This design comes from an exercise in tuning for small area on the open sky130 flow, not from production work.
In this exercise RTL edits were held to simulation tests only and were not proved equivalent to the original.
No activity file was given, so power comes from the tool's default toggle rates.

==> flow/design.v <==
module MainLogic(
    clk_50M,rst,clear,start,stop,CounterFlag,ErrorFlag,LED,LED_InRuning
);
input clk_50M,rst,clear,start,stop;
output reg [1:0]CounterFlag;
output reg ErrorFlag;
output reg LED;
output reg LED_InRuning;
localparam [21:0] RAND_RANGE = 22'd200000;   
localparam [21:0] RAND_BASE  = 22'd100000;   
reg [21:0]RandomGenerator;
reg [21:0]RandomNum;
reg clear_temp,start_temp,stop_temp;
reg [21:0]counter;
always @(posedge clk_50M) begin
    if (rst) begin
        clear_temp <= 1'b0;
        start_temp <= 1'b0;
        stop_temp <= 1'b0;
        CounterFlag <= 2'b00;
        ErrorFlag <= 1'b0;
        LED <= 1'b0;
        LED_InRuning <= 1'b0;
        counter <= 22'b0;
        RandomNum <= 22'b0;
        RandomGenerator <= 22'b0;
    end else begin
    RandomGenerator <= RandomGenerator + 1;
    if(clear_temp == 1'b0 && clear == 1'b1) begin
        CounterFlag <= 2'b00;
        ErrorFlag <= 1'b0;
        LED <= 1'b0;
        LED_InRuning <= 1'b0;
        counter <= 22'b0;
        RandomNum <= 22'b0;
    end
    if(start_temp == 1'b0 && start == 1'b1) begin
        LED_InRuning <= 1'b1;
        RandomNum <= RandomGenerator % RAND_RANGE + RAND_BASE;
    end
    if(stop_temp == 1'b0 && stop == 1'b1) begin
        CounterFlag <= 2'b01;
        LED_InRuning <= 1'b0;
        LED <= 1'b0;
    end
    if (RandomNum != 0 && counter == RandomNum && CounterFlag == 2'b00) begin
        CounterFlag <= 2'b10;
        LED <= 1'b1;
    end
    else if (RandomNum != 0 && counter != RandomNum && CounterFlag == 2'b00) begin
        counter <= counter + 1;
    end
    else if (RandomNum != 0 && CounterFlag == 2'b01) begin
        if (counter < RandomNum) begin
            ErrorFlag <= 1'b1;
        end
        else begin
            ErrorFlag <= 1'b0;
        end
    end
    clear_temp <= clear;
    start_temp <= start;
    stop_temp <= stop;
    end
end
endmodule
module Counter(
    clk_50M,rst,CounterFlag,CounterOut
);
input clk_50M,rst;
input [1:0]CounterFlag;
output reg [9:0]CounterOut;
localparam [31:0] MS_LAST = 32'd50;
reg [31:0]counter;
always @(posedge clk_50M) begin
    if (rst) begin
        counter <= 32'b0;
        CounterOut <= 10'b0;
    end else
    case(CounterFlag)
        2'b00:begin
            counter <= 32'b0;
            CounterOut <= 10'b0;
        end
        2'b01:begin
            counter <= counter;
            CounterOut <= CounterOut;
        end
        2'b10:begin
            if (counter != MS_LAST) begin
                counter <= counter + 1;
            end
            else begin
                counter <= 32'b0;
                if (CounterOut != 10'd999) begin
                    CounterOut <= CounterOut + 1;
                end
                else begin
                    CounterOut <= 10'd999;
                end
            end
        end
        default:begin
            counter <= counter;
            CounterOut <= CounterOut;
        end
    endcase
end
endmodule
module DynamicScanTubes(clk_50M, rst, DataIn, ErrorFlag, DIG, codeout);
    input clk_50M;
    input rst;
    input ErrorFlag;      
    input [9:0] DataIn;   
    output reg[7:0] DIG;
    output reg[6:0] codeout;
    localparam [15:0] SCAN_LAST = 16'd15;
    reg [1:0] SEL;
    reg [9:0] Y;
    reg new_clk;
    reg [15:0] counter;
    always @(posedge clk_50M) begin
        if (rst) begin
            counter <= 0;
            new_clk <= 0;
            SEL <= 2'b00;
        end else begin
            if (counter == SCAN_LAST) begin
                counter <= 0;
                new_clk <= ~new_clk;
            end else begin
                counter <= counter + 1;
            end
            if (counter == SCAN_LAST && new_clk == 1'b0) begin
                if (SEL == 2'd2)
                    SEL <= 2'd0;
                else
                    SEL <= SEL + 1;
            end
        end
    end
    always @(*)
    begin
        case (SEL)
            2'd0: Y = DataIn % 10;           
            2'd1: Y = (DataIn / 10) % 10;    
            2'd2: Y = DataIn / 100;          
            default: Y = 4'b0000;
        endcase
    end
    always @(*)
    begin
        if (ErrorFlag == 1)
            codeout = 7'b1111001; 
        else
            case(Y)
            4'd0 : codeout = 7'b0111111; 
            4'd1 : codeout = 7'b0000110;
            4'd2 : codeout = 7'b1011011;
            4'd3 : codeout = 7'b1001111;
            4'd4 : codeout = 7'b1100110;
            4'd5 : codeout = 7'b1101101;
            4'd6 : codeout = 7'b1111101;
            4'd7 : codeout = 7'b0000111;
            4'd8 : codeout = 7'b1111111;
            4'd9 : codeout = 7'b1101111;
            default: codeout = 7'b0000000;
            endcase
    end
    always @(*)
    begin
        case (SEL)
            2'd0: DIG = 8'b0000_0001;
            2'd1: DIG = 8'b0000_0010;
            2'd2: DIG = 8'b0000_0100;
            default: DIG = 8'b0000_0000;
        endcase
    end
endmodule
module FinalDesign (
    clk_50M,rst,clear,start,stop,DIG,codeout,LED,LED_InRuning
);
input clk_50M,rst,clear,start,stop;
output wire[7:0] DIG;
output wire[6:0] codeout;
output wire LED;
output wire LED_InRuning;
wire [9:0]CounterOut_wire;
wire [1:0]CounterFlag_wire;
wire ErrorFlag_wire;
MainLogic ML(
    .clk_50M(clk_50M),
    .rst(rst),
    .clear(clear),
    .start(start),
    .stop(stop),
    .CounterFlag(CounterFlag_wire),
    .ErrorFlag(ErrorFlag_wire),
    .LED(LED),
    .LED_InRuning(LED_InRuning)
);
Counter C(
    .clk_50M(clk_50M),
    .rst(rst),
    .CounterFlag(CounterFlag_wire),
    .CounterOut(CounterOut_wire)
);
DynamicScanTubes DST(
    .clk_50M(clk_50M),
    .rst(rst),
    .DataIn(CounterOut_wire),
    .ErrorFlag(ErrorFlag_wire),
    .DIG(DIG),
    .codeout(codeout)
);
endmodule
==> flow/run.sh <==
#!/bin/bash
# synth_recipe.tcl (not shown) runs the flow's synth.tcl, then flattens the netlist and writes it again
# the make line also repeats each setting of config.mk as NAME=value (left out here)
make -C /OpenROAD-flow-scripts/flow DESIGN_CONFIG=/design/flow/config.mk WORK_HOME=/design/flow/orfs CLKGATE_MAP_FILE= SYNTH_SCRIPT=/design/flow/synth_recipe.tcl finish
==> flow/config.mk <==
export PLATFORM = sky130hd
export DESIGN_NAME = FinalDesign
export DESIGN_NICKNAME = FinalDesign
export VERILOG_FILES = /design/flow/design.v
export SDC_FILE = /design/flow/constraint.sdc
export NUM_CORES = 4
export LEC_CHECK = 0
export CAP_MARGIN = 20
export CORE_MARGIN = 2
export CORE_UTILIZATION = 40
export SLEW_MARGIN = 20
==> flow/constraint.sdc <==
create_clock -name core_clock -period 25.0 [get_ports {clk_50M}]
set_input_delay 5.0000 -clock core_clock [delete_from_list [all_inputs] [get_ports {clk_50M}]]
set_output_delay 5.0000 -clock core_clock [all_outputs]
set_load 0.01 [all_outputs]
==> flow_metrics.env <==
export IMPL_synth_seq_cells=134
export IMPL_io_pins=22
export IMPL_finish_utilization_pct=43.2
export IMPL_finalSetupViolations=0
export IMPL_numCtsBuffers=17
export IMPL_ant_nets=0
export IMPL_h_tree_depth=4
export IMPL_r2r_slack_ns=17.06
export IMPL_rsz0062_at_grt="false"
export IMPL_reg2reg_from="ML.RandomGenerator[18]"
export IMPL_min_period_ns=15.02
export IMPL_cp_slowest_cell="dfxtp_1"
export IMPL_run_status="complete, no violations"
export IMPL_vdd_drop_max_mv=0.0489
export IMPL_drt_total_wl_um=37100
export IMPL_finalHoldViolCount=0
export IMPL_yosys_warnings=3
export IMPL_multi_input_area_sq_mm=0.00998
export IMPL_syn_instance_count=1855
export IMPL_netlist_area_sq_mm=0.0134
export IMPL_clkPwrFrac_pct=51.2
export IMPL_grt_start_max_net_pins=60
export IMPL_die_h_um=187
export IMPL_grt_pass1_wl_um=61500
export IMPL_io_buffers=16
export IMPL_core_area_sq_mm=0.0333
export IMPL_critPathLaunch="C.CounterOut[6]"
export IMPL_nFillCells=3433
export IMPL_r2r_end="ML.RandomNum[17]"
export IMPL_cts_clk_slew_worst_paths_ns=0.06
export IMPL_hold_class="flip-flop to flip-flop"
export IMPL_antenna_found_initial=0
export IMPL_cts_resized=0
export IMPL_netSwitchingPower_w=0.000119
export IMPL_seq_area_frac_synth_pct=20.0
export IMPL_place_hpwl_um=27500
export IMPL_clock_sinks=134
export IMPL_die_w_um=187
export IMPL_async_flop_share_pct=0
export IMPL_grt_overflow=0
export IMPL_clk_insertion_delay_late_ns=0.42
export IMPL_diodes=0
export IMPL_drive_above_1_share_pct=7.46
export IMPL_wire_per_inst_um=16.4
export IMPL_final_common_cell="nor2_1"
export IMPL_tns_ns=0
export IMPL_dr_pass1_iters=5
export IMPL_worstPathArrival_ns=10.02
export IMPL_dp_cells=2226
export IMPL_gr_usage_all_layers_pct=20.5
export IMPL_grt_pass1_vias=12400
export IMPL_p_leak_nw=5.24
export IMPL_core_rowCount=67
export IMPL_fin_cells=2258
export IMPL_drtIter0Drc=991
export IMPL_clockRootBuffer="clkbuf_16"
export IMPL_cts_buffer_depth=2
export IMPL_layout_area_seq_sq_mm=0.00268
export IMPL_syn_avg_cell_area_sq_um=7.24
export IMPL_start_kind="flip-flop"
export IMPL_crit_fanout=31
export IMPL_cts_tree="built"
export IMPL_routed_via_density=5.98
export IMPL_p_int_w=0.000402
export IMPL_end_kind="output pin"
export IMPL_via_count=13500
export IMPL_initial_core_util_pct=40.3
export IMPL_drv_cap=0
export IMPL_crit_top_cell="ha_1"
export IMPL_ys_flop_type="dfxtp_1"
export IMPL_crit_required_ns=20.00
export IMPL_cp_endpoint="codeout[4]"
export IMPL_maxSlewHeadroom_pct=26.5
export IMPL_fmax_mhz=66.6
export IMPL_slowest_delay_ns=0.98
export IMPL_synth_cell_types=122
export IMPL_timing_final_crit_share_pct=60.1
export IMPL_power_density_mw_per_mm2=36.2
export IMPL_r2r_cells=25
export IMPL_p_seq_share_pct=42.7
export IMPL_postLayoutCellArea_sq_mm=0.0144
export IMPL_switching_share_pct=22.9
export IMPL_skew_ns=0.00749
export IMPL_syn2layout_area_growth_pct=7.11
export IMPL_power_frac_comb_pct=6.1
export IMPL_place_gp_congestion=0.911
export IMPL_post_dp_cell_area_sq_mm=0.0137
export IMPL_criticalPathCategory="flip-flop to output pin"
export IMPL_worst_slew_pin_transition_ns=1.10
export IMPL_dieArea_sq_mm=0.0350
export IMPL_mostFrequentLayoutCells="nor2_1, nand2_1, dfxtp_1, a21oi_1, o21ai_0"
export IMPL_drc=0
export IMPL_postCtsSetupBuffers=0
export IMPL_fin_nets=1848
export IMPL_synth_edf_count=0
export IMPL_holdBufCountCts=0
export IMPL_drv_slew=0
-- worst max-delay path: cells and delay by family, from the launching register on --
kind            cells  cell delay, ns
fa+ha+maj           4            1.23
buf+inv             4            1.29
simple gates       11            2.57
compound gates     10            2.42
flops               1            0.98
xor+xnor            3            1.07
-- logic make-up (layout without fill, tap and decap cells) --
kind of cell	count (synthesis)	in the layout	synth area share (%)
other cells	1	5	0.0279
flops	134	134	20.0
simple gates	789	789	29.4
mux	33	33	2.75
buf+inv	183	134	5.77
fa+ha+maj	52	52	4.74
compound gates	529	529	28.6
xor+xnor	134	134	8.74
-- cells in the mapped netlist (13+ instances only) --
master,n,area (sq um)
o22ai_1,13,81.3
and3_1,29,181
nor3_1,60,300
nand4_1,38,238
or3_1,32,200
o21a_1,18,135
a22oi_1,17,128
nand2b_1,17,106
and2_1,22,138
clkbuf_1,62,233
dfxtp_1,134,2680
buf_2,28,140
o31ai_1,18,135
nand2_1,157,589
o21ai_0,95,475
or2_2,17,106
nor2_1,228,856
a21oi_1,104,521
a211oi_1,21,158
a21o_1,22,165
mux2i_1,23,230
o211ai_1,20,150
a31oi_1,22,138
nor2b_1,27,169
inv_1,68,255
xnor2_1,69,604
nor4_1,23,144
ha_1,46,576
nand3_1,84,420
xor2_1,65,569
-- per-stage QoR --
stage / power (W) / hold WS (ns) / setup WS, ns
after floorplan: 0.000250 / 0.426 / 12.73
after global placement: 0.000258 / 0.444 / 10.82
after detailed placement: 0.000259 / 0.454 / 10.66
after CTS: 0.000527 / 0.469 / 10.11
after global routing: 0.000542 / 0.507 / 9.18
final: 0.000521 / 0.468 / 9.98
-- sequential cells by signal (all words and copies together) (netlist names), 2 cells and up --
signal	cells
C.counter	32
ML.RandomGenerator	22
ML.RandomNum	22
ML.counter	22
DST.counter	16
C.CounterOut	10
DST.SEL	2
ML.CounterFlag	2
-- area by class of cell --
type	instances	area share, %
multi-input cells	1542	69.4
clock buffers	21	3.20
clock inverters	11	1.21
well taps	448	3.90
inverters	75	1.96
flip-flops and latches	134	18.7
repair buffers	27	1.65
-- worst min-delay path by stage --
stage	startpoint	endpoint	slack, ns	cells after the start
after global placement	DST.counter[0]	DST.counter[0]	0.44	1
after floorplan	DST.counter[0]	DST.counter[0]	0.43	1
after detailed placement	DST.counter[0]	DST.counter[0]	0.45	1
final	DST.counter[0]	DST.counter[0]	0.47	1
after global routing	DST.counter[0]	DST.counter[0]	0.51	1
after CTS	DST.counter[0]	DST.counter[0]	0.47	1
-- power groups by stage --
stage	logic, W	clock network (W)	registers, W
2_1_floorplan	0.0000250	0	0.000225
3_3_place_gp	0.0000311	0	0.000227
3_5_place_dp	0.0000317	0	0.000227
4_1_cts	0.0000319	0.000273	0.000223
5_1_grt	0.0000361	0.000282	0.000223
6_report	0.0000317	0.000267	0.000223
-- routing by layer --
layer | wire (um) | GRT usage [%]
met1 | 17300 | 26.8
met2 | 17700 | 35.4
met3 | 1380 | 2.57
met4 | 769 | 5.98
met5 | 0 | 0

-- afterwards: timing with drivers on the ports --
In the flow no input, the clock included, has a driving cell. The finished layout below was timed again as built, in two steps.
Step 1 sets driving cells, clkbuf_16 on the clock port and buf_2 on the other inputs (assumed; they add their load-dependent delay and slew).
Step 2 also shifts input and output timing later by t, the mid clock arrival at the registers, as if the neighbouring blocks saw the same clock.
Three values: no drivers, after step 1, after step 2; two values: the first two.
t, ns: 0.466
setup WS [ns]: 9.984 / 9.936 / 10.402
clock arrival spread, ns: 0.007 / 0.008
worst register clock-pin slew, ns: 0.06 / 0.06
After both steps setup and hold are still met in this run. For this run, drivers alone change the setup slack by -0.048 ns; drivers and shift together by +0.418 ns.
